Context: an optimization exercise on an open-source flow, tuned for small area. The choices shown serve that exercise and are no tape-out recipe. At most, simulation tests tie the RTL to the original design; equivalence was not proved. Power figures rest on the tool's default switching activity, not on a simulated workload.

==> flow/design.v (excerpt) <==
module menu(CLOCK_50, LEDG, LEDR, KEY, SW, HEX0, HEX1, HEX2, HEX3, HEX4, HEX5, HEX6, HEX7, reset);
Settings: LEC_CHECK=0, ABC_AREA=1, CAP_MARGIN=5, CORE_MARGIN=2, CORE_UTILIZATION=40, CTS_CLUSTER_DIAMETER=150, CTS_CLUSTER_SIZE=22, SLEW_MARGIN=5; clock period 25.0 ns.
standard.sh (not shown) runs the stock make flow with config.mk's settings and CLKGATE_MAP_FILE= SYNTH_SCRIPT=/design/flow/synth_recipe.tcl, a recipe that flattens the netlist after the stock synthesis.
==> flow/flow/run.sh <==
#!/bin/bash
# The standard layout, except: after the standard synthesis the combinational
# logic is re-mapped for area (OpenROAD restructure) and gates left sized up
# are put back to drive 1 (the resizer sizes up again where slew or load needs
# it); the port buffers use the smallest buffer cell.
set -e
here=$(pwd)
export BUFFER_PORTS_ARGS="-buffer_cell sky130_fd_sc_hd__buf_1"
bash standard.sh synth > standard_synth.log 2>&1
res=$(dirname $(ls orfs/results/*/*/*/1_synth.odb))
lib=$here/restructure_lib.lib
python3 flow/libfilter.py $FLOW_HOME/platforms/sky130hd/lib/sky130_fd_sc_hd__tt_025C_1v80.lib $lib > libfilter.log 2>&1
mkdir -p restructure_work
sed -e "s#@LIB@#$lib#g" -e "s#@ODB@#$here/$res/1_synth.odb#g" -e "s#@SDC@#$here/$res/1_synth.sdc#g" \
    -e "s#@WORK@#$here/restructure_work#g" flow/restructure.tcl > restructure_run.tcl
openroad -no_init -exit restructure_run.tcl > restructure.log 2>&1
sed -e "s#@ODB@#$here/$res/1_synth.odb#" flow/downsize.tcl > downsize_run.tcl
openroad -no_init -exit downsize_run.tcl > downsize.log 2>&1
bash standard.sh > standard.log 2>&1
==> flow/flow/restructure.tcl <==
# Re-map the combinational logic of the synthesized netlist for area with
# OpenROAD's restructure (ABC); flip-flops and ports are not touched.
read_liberty @LIB@
read_db @ODB@
read_sdc @SDC@
restructure -liberty_file @LIB@ -target area \
  -tielo_port sky130_fd_sc_hd__conb_1/LO -tiehi_port sky130_fd_sc_hd__conb_1/HI \
  -work_dir @WORK@
write_db @ODB@
Other scripts of this flow, unchanged in this note and not shown: flow/flow/downsize.tcl, flow/flow/libfilter.py
Edit:
--- a/flow/config.mk
+++ b/flow/config.mk
@@ -7,8 +7,9 @@
 export LEC_CHECK = 0
 export ABC_AREA = 1
-export CAP_MARGIN = 5
+export CAP_MARGIN = 20
 export CORE_MARGIN = 2
-export CORE_UTILIZATION = 40
+export CORE_UTILIZATION = 60
 export CTS_CLUSTER_DIAMETER = 150
 export CTS_CLUSTER_SIZE = 22
-export SLEW_MARGIN = 5
+export GPL_TIMING_DRIVEN = 0
+export SLEW_MARGIN = 20
Outcome: The changed run went through all stages and came out clean. Total power came out lower slightly. Combinational power came out lower by a few percent. Global-route usage came out higher by 8.0 points.
Edit:
==> flow/flow/restructure.tcl (replaced) <==
# Re-map the combinational logic of the synthesized netlist for area with
# OpenROAD's restructure (ABC); flip-flops and ports are not touched.
# Then remove the buffers it leaves.
read_liberty @LIB@
read_db @ODB@
read_sdc @SDC@
restructure -liberty_file @LIB@ -target area \
  -tielo_port sky130_fd_sc_hd__conb_1/LO -tiehi_port sky130_fd_sc_hd__conb_1/HI \
  -work_dir @WORK@
# drop the buffers ABC left; repair_design adds back what slew and load need
remove_buffers
write_db @ODB@
--- a/flow/config.mk
+++ b/flow/config.mk
@@ -9,7 +9,6 @@
 export CAP_MARGIN = 20
 export CORE_MARGIN = 2
-export CORE_UTILIZATION = 60
+export CORE_UTILIZATION = 40
 export CTS_CLUSTER_DIAMETER = 150
 export CTS_CLUSTER_SIZE = 22
-export GPL_TIMING_DRIVEN = 0
 export SLEW_MARGIN = 20
Design area goes up by 1.4%. Die area goes up by 49%. Count of clock-buffer cells in the layout goes down by 1. Critical path depth goes up by 2. Routed wire length goes up by 8.9%. Worst setup slack improves by 0.67 ns. Flip-flop and latch count stays the same. Cell count goes up by about 8%. Power goes up by about 0.8%. Register-to-register slack improves by 0.67 ns. Sequential share of layout area goes down by 0.51 points.
Edit:
==> flow/flow/restructure.tcl (replaced) <==
# Re-map the combinational logic of the synthesized netlist for area with
# OpenROAD's restructure (ABC); flip-flops and ports are not touched.
read_liberty @LIB@
read_db @ODB@
read_sdc @SDC@
restructure -liberty_file @LIB@ -target area \
  -tielo_port sky130_fd_sc_hd__conb_1/LO -tiehi_port sky130_fd_sc_hd__conb_1/HI \
  -work_dir @WORK@
write_db @ODB@
--- a/flow/config.mk
+++ b/flow/config.mk
@@ -12,3 +12,4 @@
 export CTS_CLUSTER_DIAMETER = 150
 export CTS_CLUSTER_SIZE = 22
+export GPL_TIMING_DRIVEN = 0
 export SLEW_MARGIN = 20
=> The new run passed the timing, DRC and antenna checks. Final area is about the same. Routed wire length decreases by 3.8%. First-iteration DRC count decreases by 12%. Sequential cell count stays the same. Count of clock-buffer cells in the layout decreases by 2. Worst setup slack degrades by 0.87 ns. Clock power decreases by about 2%. Utilization stays flat. Fmax decreases by 8.2%.

========
Another version of the RTL of menu (not shown whole).
Size: ~2100 cells after synthesis, ~110 I/O pins.
Settings: LEC_CHECK=0, ABC_AREA=1, CAP_MARGIN=20, CORE_MARGIN=2, CORE_UTILIZATION=40, CTS_CLUSTER_DIAMETER=150, CTS_CLUSTER_SIZE=22, SLEW_MARGIN=20; clock period 25.0 ns.
==> flow/flow/downsize.tcl <==
# Swap every combinational cell of drive strength 2 or more for its drive-1
# version (same pins); flip-flops and clock buffers are left as they are.
read_db @ODB@
set db [ord::get_db]
set block [[$db getChip] getBlock]
set n 0
foreach inst [$block getInsts] {
  set name [[$inst getMaster] getName]
  if {[regexp {^(sky130_fd_sc_hd__[a-z0-9]+)_([0-9]+)$} $name -> base drive]} {
    if {$drive <= 1 || [string match "*df*" $base] || [string match "*clkbuf*" $base] || [string match "*dl*" $base]} { continue }
    set m [$db findMaster "${base}_1"]
    if {$m == "NULL" || $m == ""} { continue }
    $inst swapMaster $m
    incr n
  }
}
puts "downsized $n cells"
write_db @ODB@
==> flow/flow/libfilter.py <==
#!/usr/bin/env python3
# Copy a liberty file without the cells that the platform marks don't-use
# (sky130hd: the lpflow_* cells and the probe cells), so that restructure's
# ABC mapping can not pick them.
import re, sys
src, dst = sys.argv[1], sys.argv[2]
text = open(src).read()
out = []
pos = 0
for m in re.finditer(r'\n\s*cell\s*\(\s*"?([A-Za-z0-9_]+)"?\s*\)\s*\{', text):
    if m.start() < pos:
        continue
    name = m.group(1)
    # find the end of this cell group by brace matching
    depth = 0
    i = m.end() - 1
    while True:
        c = text[i]
        if c == '{':
            depth += 1
        elif c == '}':
            depth -= 1
            if depth == 0:
                break
        i += 1
    if re.search(r'lpflow_|probe_p_|probec_p_', name):
        out.append(text[pos:m.start()])
        pos = i + 1
out.append(text[pos:])
open(dst, 'w').write(''.join(out))
==> flow/flow/restructure.tcl <==
# Re-map the combinational logic of the synthesized netlist for area with
# OpenROAD's restructure (ABC); flip-flops and ports are not touched.
read_liberty @LIB@
read_db @ODB@
read_sdc @SDC@
restructure -liberty_file @LIB@ -target area \
  -tielo_port sky130_fd_sc_hd__conb_1/LO -tiehi_port sky130_fd_sc_hd__conb_1/HI \
  -work_dir @WORK@
write_db @ODB@
Scripts as last shown in full above: flow/flow/run.sh
Next try:
==> flow/flow/run.sh (replaced) <==
#!/bin/bash
# The standard layout, except: the port buffers use the smallest buffer cell,
# and the gates that synthesis sized up are put back to their smallest size
# before floorplanning (the resizer sizes up again where slew or load needs it).
set -e
here=$(pwd)
export BUFFER_PORTS_ARGS="-buffer_cell sky130_fd_sc_hd__buf_1"
bash standard.sh synth > standard_synth.log 2>&1
odb=$(ls orfs/results/*/*/*/1_synth.odb)
sed -e "s#@ODB@#$here/$odb#" flow/downsize.tcl > downsize_run.tcl
openroad -no_init -exit downsize_run.tcl > downsize.log 2>&1
bash standard.sh > standard.log 2>&1
removed: flow/flow/libfilter.py
removed: flow/flow/restructure.tcl
The new run finished with timing, DRC and antenna clean.
Sequential power hardly moves.
Sequential share of layout area came out lower by 5.9 points.
Register-to-register slack improves by 1.3 ns.

========
== build 21 ==
menu, a different RTL version from the one above (not shown whole).
Size: about 320 flip-flops, roughly 110 I/O pins, ~20000 um^2 of cells after synthesis.
Settings: LEC_CHECK=0, ABC_AREA=1, CAP_MARGIN=20, CORE_MARGIN=2, CORE_UTILIZATION=40, CTS_CLUSTER_DIAMETER=150, CTS_CLUSTER_SIZE=22, SLEW_MARGIN=20; clock period 25.0 ns.
==> flow/flow/run.sh <==
#!/bin/bash
# The standard layout, except: the port buffers use the smallest buffer cell,
# the clock tree gets no dummy loads, and gates off the critical paths are
# downsized after global routing.
set -e
export BUFFER_PORTS_ARGS="-buffer_cell sky130_fd_sc_hd__buf_1"
export CTS_ARGS="-sink_clustering_enable -repair_clock_nets -sink_clustering_size 22 -sink_clustering_max_diameter 150 -dont_use_dummy_load"
export RECOVER_POWER=100
bash standard.sh > standard.log 2>&1
Build 21 finished all stages; however, its layout fails the closing checks, the failures being max-capacitance violations, max-slew violations.
Here is what was changed in the inputs of build 92 compared with build 21.
Settings: clearing CTS_CLUSTER_SIZE, which used to be 22; clearing CTS_CLUSTER_DIAMETER, which used to be 150.
==> flow/run.sh (new file) <==
#!/bin/bash
# synth_recipe.tcl (not shown) runs the flow's synth.tcl, then flattens the netlist and writes it again
# the make line also repeats each setting of config.mk as NAME=value (left out here)
make -C /OpenROAD-flow-scripts/flow DESIGN_CONFIG=/design/flow/config.mk WORK_HOME=/design/flow/orfs CLKGATE_MAP_FILE= SYNTH_SCRIPT=/design/flow/synth_recipe.tcl finish
removed: flow/flow/run.sh
removed: flow/standard.sh
Results
- Lower share of cells above drive strength 1 among build 92 and build 21: build 21
- Build 92 completed end to end with timing, DRC and antenna clean.
- Taking build 21 as the reference point, the clock network fraction of design power of build 92 rises by 15 points.
- Build 92: overall power of the completed layout higher than build 21
- Diff build 21 -> build 92: mux share of post-synthesis cell area barely changed; fraction of met2 tracks used by global routing climbed 1.7 points.
- In the reports for build 92 and build 21, the smaller number of maximum-capacitance violations belongs to build 92.
--- input diff build 92..build 29 ---
Settings: an added CTS_CLUSTER_DIAMETER of 150; an added CTS_CLUSTER_SIZE of 22.
==> flow/flow/run.sh (new file) <==
#!/bin/bash
# The standard layout, except: the port buffers use the smallest buffer cell,
# and the gates that synthesis sized up are put back to their smallest size
# before floorplanning (the resizer sizes up again where slew or load needs it).
set -e
here=$(pwd)
export BUFFER_PORTS_ARGS="-buffer_cell sky130_fd_sc_hd__buf_1"
bash standard.sh synth > standard_synth.log 2>&1
odb=$(ls orfs/results/*/*/*/1_synth.odb)
sed -e "s#@ODB@#$here/$odb#" flow/downsize.tcl > downsize_run.tcl
openroad -no_init -exit downsize_run.tcl > downsize.log 2>&1
bash standard.sh > standard.log 2>&1
==> flow/flow/downsize.tcl (new file) <==
# Swap every combinational cell of drive strength 2 or more for its drive-1
# version (same pins); flip-flops and clock buffers are left as they are.
read_db @ODB@
set db [ord::get_db]
set block [[$db getChip] getBlock]
set n 0
foreach inst [$block getInsts] {
  set name [[$inst getMaster] getName]
  if {[regexp {^(sky130_fd_sc_hd__[a-z0-9]+)_([0-9]+)$} $name -> base drive]} {
    if {$drive <= 1 || [string match "*df*" $base] || [string match "*clkbuf*" $base] || [string match "*dl*" $base]} { continue }
    set m [$db findMaster "${base}_1"]
    if {$m == "NULL" || $m == ""} { continue }
    $inst swapMaster $m
    incr n
  }
}
puts "downsized $n cells"
write_db @ODB@
==> flow/standard.sh (new file) <==
#!/bin/bash
# synth_recipe.tcl (not shown) runs the flow's synth.tcl, then flattens the netlist and writes it again
# the make line also repeats each setting of config.mk as NAME=value (left out here)
make -C /OpenROAD-flow-scripts/flow DESIGN_CONFIG=/design/flow/config.mk WORK_HOME=/design/flow/orfs CLKGATE_MAP_FILE= SYNTH_SCRIPT=/design/flow/synth_recipe.tcl "${@:-finish}"
removed: flow/run.sh
[summary]
Build 29: no failed stages, no open violations at the end
Diff build 92 -> build 29: maximum frequency saw little to no change, fraction of power spent switching nets now sits higher, number of signal-net buffers in the layout has increased, smallest hold slack climbed 0.0041 ns, clock power shrank by about 47%.
Total power delta (build 29 − build 92): favourable
What build 1 does differently from build 29 at the input level:
Settings: CTS_CLUSTER_DIAMETER: 150 -> 100; CTS_CLUSTER_SIZE: 22 -> 26.
==> flow/run.sh (new file) <==
#!/bin/bash
# synth_recipe.tcl (not shown) runs the flow's synth.tcl, then flattens the netlist and writes it again
# the make line also repeats each setting of config.mk as NAME=value (left out here)
make -C /OpenROAD-flow-scripts/flow DESIGN_CONFIG=/design/flow/config.mk WORK_HOME=/design/flow/orfs CLKGATE_MAP_FILE= SYNTH_SCRIPT=/design/flow/synth_recipe.tcl finish
removed: flow/flow/run.sh
removed: flow/flow/downsize.tcl
removed: flow/standard.sh
==> comparison <==
The worst setup slack for register-to-register paths reported for build 1 is greater than that of build 29 by 0.88 ns. Going from build 29 to build 1, total routing resource utilization after global routing went down by 0.75 points, synthesized cell area went up by 1.9%. Compared with build 29, build 1 shows global-route wire length before repair that has gone up slightly. Compared with build 29, in build 1 fraction of power consumed by the clock network did not really move; half-perimeter wire length of the detailed placement result barely changed. Floorplan core area was higher in the run labelled build 1. Going from build 29 to build 1, power went up 0.029 mW, length in cells of the worst reg-to-reg path went down 2.8%.
> inputs changed (build 1 -> build 17)
Settings: CTS_BUF_LIST newly set to sky130_fd_sc_hd__clkbuf_4; CTS_CLUSTER_SIZE removed (was 26); CTS_CLUSTER_DIAMETER removed (was 100).
Notes after the runs:
- Build 17: PASS, flow complete, no timing, DRC or antenna violations
- Diff build 1 -> build 17 | number of levels in the clock H-tree | increase of 2
- Build 17 against build 1: die area flat, worst hold-check slack down 0.0040 ns.
- In build 17 the clock share of power turned out 11 points higher than in build 1.
- Summary of build 17 over build 1: worst vdd rail ir drop increased about 17%; slew at the pin closest to its max-slew limit essentially unchanged; areal power density over the cells increased about 15%; total power draw increased about 20%.
Modified inputs, build 31 compared to build 17
Settings: an added CTS_CLUSTER_SIZE of 22; a deleted CTS_BUF_LIST that had been sky130_fd_sc_hd__clkbuf_4; an added CTS_CLUSTER_DIAMETER of 150.
==> flow/flow/run.sh (new file) <==
#!/bin/bash
# The standard layout, except that the port buffers use the smallest buffer cell.
set -e
export BUFFER_PORTS_ARGS="-buffer_cell sky130_fd_sc_hd__buf_1"
bash standard.sh > standard.log 2>&1
==> flow/standard.sh (new file) <==
#!/bin/bash
# synth_recipe.tcl (not shown) runs the flow's synth.tcl, then flattens the netlist and writes it again
# the make line also repeats each setting of config.mk as NAME=value (left out here)
make -C /OpenROAD-flow-scripts/flow DESIGN_CONFIG=/design/flow/config.mk WORK_HOME=/design/flow/orfs CLKGATE_MAP_FILE= SYNTH_SCRIPT=/design/flow/synth_recipe.tcl "${@:-finish}"
removed: flow/run.sh
Diff build 31 and build 17: post-place instance area lower in build 31
Power in the clock group (build 31 vs. build 17) decreases by more than a quarter
The clock-buffer cell count in build 31 was lower than what build 17 gave.
The number of buffers created by CTS in build 31 was lower than what build 17 gave.
Build 31 -> build 17: instance count of the mapped netlist delta 0, exact match
Compared with build 17, build 31 shows a higher final hold slack.
Higher worst-skew pair later-pin latency among build 31 and build 17: build 17
Build 31: relative area of clock buffers and inverters in the final design lower than build 17
No run of this note included a check of the RTL's function; only the layout flow was run.

========
RTL: one of the versions met above, not the one the previous note started from.
Size in the first run: about 2100 cells after synthesis, roughly 15000 um2 of cells after synthesis.
## menu
module menu(CLOCK_50, LEDG, LEDR, KEY, SW, HEX0, HEX1, HEX2, HEX3, HEX4, HEX5, HEX6, HEX7, reset);
clock: 25.0 ns
lec_check: 0
abc_area: 1
cap_margin: 20
core_margin: 2
core_utilization: 40
cts_cluster_diameter: 150
cts_cluster_size: 22
slew_margin: 20
==> flow/flow/run.sh <==
#!/bin/bash
# The standard layout, except: after the standard synthesis its combinational
# logic is re-mapped for area with Yosys/ABC (the registers are kept as they
# are), gates left sized up are put back to drive 1 (the resizer sizes up
# again where slew or load needs it), and the port buffers use the smallest
# buffer cell.
set -e
here=$(pwd)
export BUFFER_PORTS_ARGS="-buffer_cell sky130_fd_sc_hd__buf_1"
bash standard.sh synth > standard_synth.log 2>&1
res=$(dirname $(ls orfs/results/*/*/*/1_synth.odb))
mkdir -p remap
python3 flow/libsplit.py $FLOW_HOME/platforms/sky130hd/lib/sky130_fd_sc_hd__tt_025C_1v80.lib $here/remap > remap/libsplit.log 2>&1
cp $res/1_2_yosys.v remap/1_2_yosys_standard.v
sed -e "s#@DIR@#$here/remap#g" -e "s#@NETLIST@#$here/$res/1_2_yosys.v#g" -e "s#@TOP@#$FLOW_TOP#g" flow/remap.ys > remap/remap_run.ys
yosys -q -l remap/remap.log -s remap/remap_run.ys > remap/remap_stdout.log 2>&1
# rebuild the synthesis database from the re-mapped netlist
rm -f $res/1_synth.odb $res/1_synth.sdc
bash standard.sh synth > standard_synth2.log 2>&1
sed -e "s#@ODB@#$here/$res/1_synth.odb#" flow/downsize.tcl > downsize_run.tcl
openroad -no_init -exit downsize_run.tcl > downsize.log 2>&1
bash standard.sh > standard.log 2>&1
==> flow/flow/remap.ys <==
# Re-map the combinational logic of the standard synthesis for area with ABC.
# The registers are black boxes here, so they keep their cells and names.
read_liberty -lib @DIR@/seq.lib
read_liberty -ignore_miss_func @DIR@/comb.lib
read_verilog @NETLIST@
hierarchy -top @TOP@
flatten
opt_clean
abc -liberty @DIR@/abc.lib -script "+strash;dc2;resub;rewrite;balance;resub;rewrite;resub,-z;rewrite,-z;refactor,-z;dch,-f;amap"
opt_clean -purge
setundef -zero
splitnets
opt_clean -purge
hilomap -singleton -hicell sky130_fd_sc_hd__conb_1 HI -locell sky130_fd_sc_hd__conb_1 LO
insbuf -buf sky130_fd_sc_hd__buf_4 A X
rename -enumerate
stat -liberty @DIR@/comb.lib -liberty @DIR@/seq.lib
write_verilog -noattr -nohex -nodec @NETLIST@
Other scripts of this flow, unchanged in this note and not shown: flow/flow/downsize.tcl, flow/flow/libsplit.py
The starting point went through all stages and came out clean.
Rerun with:
--- a/flow/flow/remap.ys
+++ b/flow/flow/remap.ys
@@ -7,5 +7,5 @@
 flatten
 opt_clean
-abc -liberty @DIR@/abc.lib -script "+strash;dc2;resub;rewrite;balance;resub;rewrite;resub,-z;rewrite,-z;refactor,-z;dch,-f;amap"
+abc -liberty @DIR@/abc.lib -script "+strash;dc2;resub;rewrite;balance;resub;rewrite;resub,-z;rewrite,-z;refactor,-z;strash;dc2;resub;rewrite;balance;resub;rewrite;resub,-z;rewrite,-z;refactor,-z;strash;dc2;resub;rewrite;balance;resub;rewrite;resub,-z;rewrite,-z;refactor,-z;strash;dc2;resub,-K,8;rewrite;resub,-K,10,-N,2;rewrite,-z;refactor,-z;resub,-K,12,-z;strash;dc2;resub,-K,8;rewrite;resub,-K,10,-N,2;rewrite,-z;refactor,-z;resub,-K,12,-z;strash;dc2;resub,-K,8;rewrite;resub,-K,10,-N,2;rewrite,-z;refactor,-z;resub,-K,12,-z;dch,-f;amap;strash;strash;dc2;resub;rewrite;balance;resub;rewrite;resub,-z;rewrite,-z;refactor,-z;strash;dc2;resub;rewrite;balance;resub;rewrite;resub,-z;rewrite,-z;refactor,-z;strash;dc2;resub,-K,8;rewrite;resub,-K,10,-N,2;rewrite,-z;refactor,-z;resub,-K,12,-z;strash;dc2;resub,-K,8;rewrite;resub,-K,10,-N,2;rewrite,-z;refactor,-z;resub,-K,12,-z;dch,-f;amap"
 opt_clean -purge
 setundef -zero
--- a/flow/config.mk
+++ b/flow/config.mk
@@ -12,3 +12,4 @@
 export CTS_CLUSTER_DIAMETER = 150
 export CTS_CLUSTER_SIZE = 22
+export GPL_TIMING_DRIVEN = 0
 export SLEW_MARGIN = 20
Result: Sequential power barely changes. Worst setup slack improved by 0.32 ns. Critical path depth fell by 4. Fmax rose by a few percent. Synthesized area fell by a few percent. Final area fell by a few percent. Die area fell by a few percent. Via count fell by a few percent. Register-to-register slack improved by 0.32 ns.
Rerun with:
--- a/flow/config.mk
+++ b/flow/config.mk
@@ -12,4 +12,3 @@
 export CTS_CLUSTER_DIAMETER = 150
 export CTS_CLUSTER_SIZE = 22
-export GPL_TIMING_DRIVEN = 0
 export SLEW_MARGIN = 20
Outcome: Die area does not change. Clock skew went up by 0.0099 ns. Sequential power barely changes. Routed wire length went up by 2.1%. Area after synthesis stays the same. Flip-flop and latch count stays the same. Total power increases by about 0.4%. Setup slack improved by 0.75 ns.

==> static timing again, ports no longer ideal <==
Ports are ideal in the flow. The routed layouts listed here were re-timed in OpenROAD. Step 1 (the two cells are an assumption about what drives the block):
set clk [get_ports {CLOCK_50}]
set_driving_cell -lib_cell sky130_fd_sc_hd__clkbuf_16 $clk
set_driving_cell -lib_cell sky130_fd_sc_hd__buf_2 [delete_from_list [all_inputs] $clk]
Step 2 moves the port delays by t, midway between the first and last clock arrival at a register: inputs arrive t later, outputs are due t later. That takes back most of the time a late clock gives input paths. a / b / c = ideal ports / drivers / drivers and shift; a / b = the first two.
| run | t (ns) | slack for setup (ns) | worst setup path after step 2 | pins driven straight from the clock port |
|---|---|---|---|---|
| the first run of note 1 | 0.572 | 15.433 / 15.433 / 15.433 | register to register | 1 |
| the second run of note 1 | 0.558 | 14.622 / 14.622 / 14.622 | register to register | 1 |
| the third run of note 1 | 0.573 | 15.292 / 15.292 / 15.292 | register to register | 1 |
| the fourth run of note 1 | 0.558 | 14.421 / 14.421 / 14.421 | register to register | 1 |
| the first run of note 2 | 0.582 | 16.310 / 16.310 / 16.310 | register to register | 1 |
| the second run of note 2 | 0.581 | 17.628 / 17.628 / 17.153 | input to register | 1 |
| build 21 | 0.584 | 14.729 / 14.766 / 14.182 | input to register | 1 |
| build 92 | 0.615 | 17.977 / 18.012 / 17.397 | input to register | 1 |
| build 29 | 0.594 | 17.968 / 18.003 / 17.409 | input to register | 1 |
| build 1 | 0.587 | 17.961 / 17.997 / 17.410 | input to register | 1 |
| build 17 | 0.870 | 18.197 / 18.147 / 17.367 | input to register | 1 |
| build 31 | 0.593 | 18.167 / 18.202 / 17.609 | input to register | 1 |
| the first run of note 4 | 0.574 | 15.071 / 15.071 / 15.071 | register to register | 1 |
| the second run of note 4 | 0.560 | 15.389 / 15.389 / 15.389 | register to register | 1 |
| the third run of note 4 | 0.565 | 16.134 / 16.134 / 16.134 | register to register | 1 |
The setup slack of build 17, which loses most, moves by -0.050 ns with the drivers and by -0.830 ns with both steps.
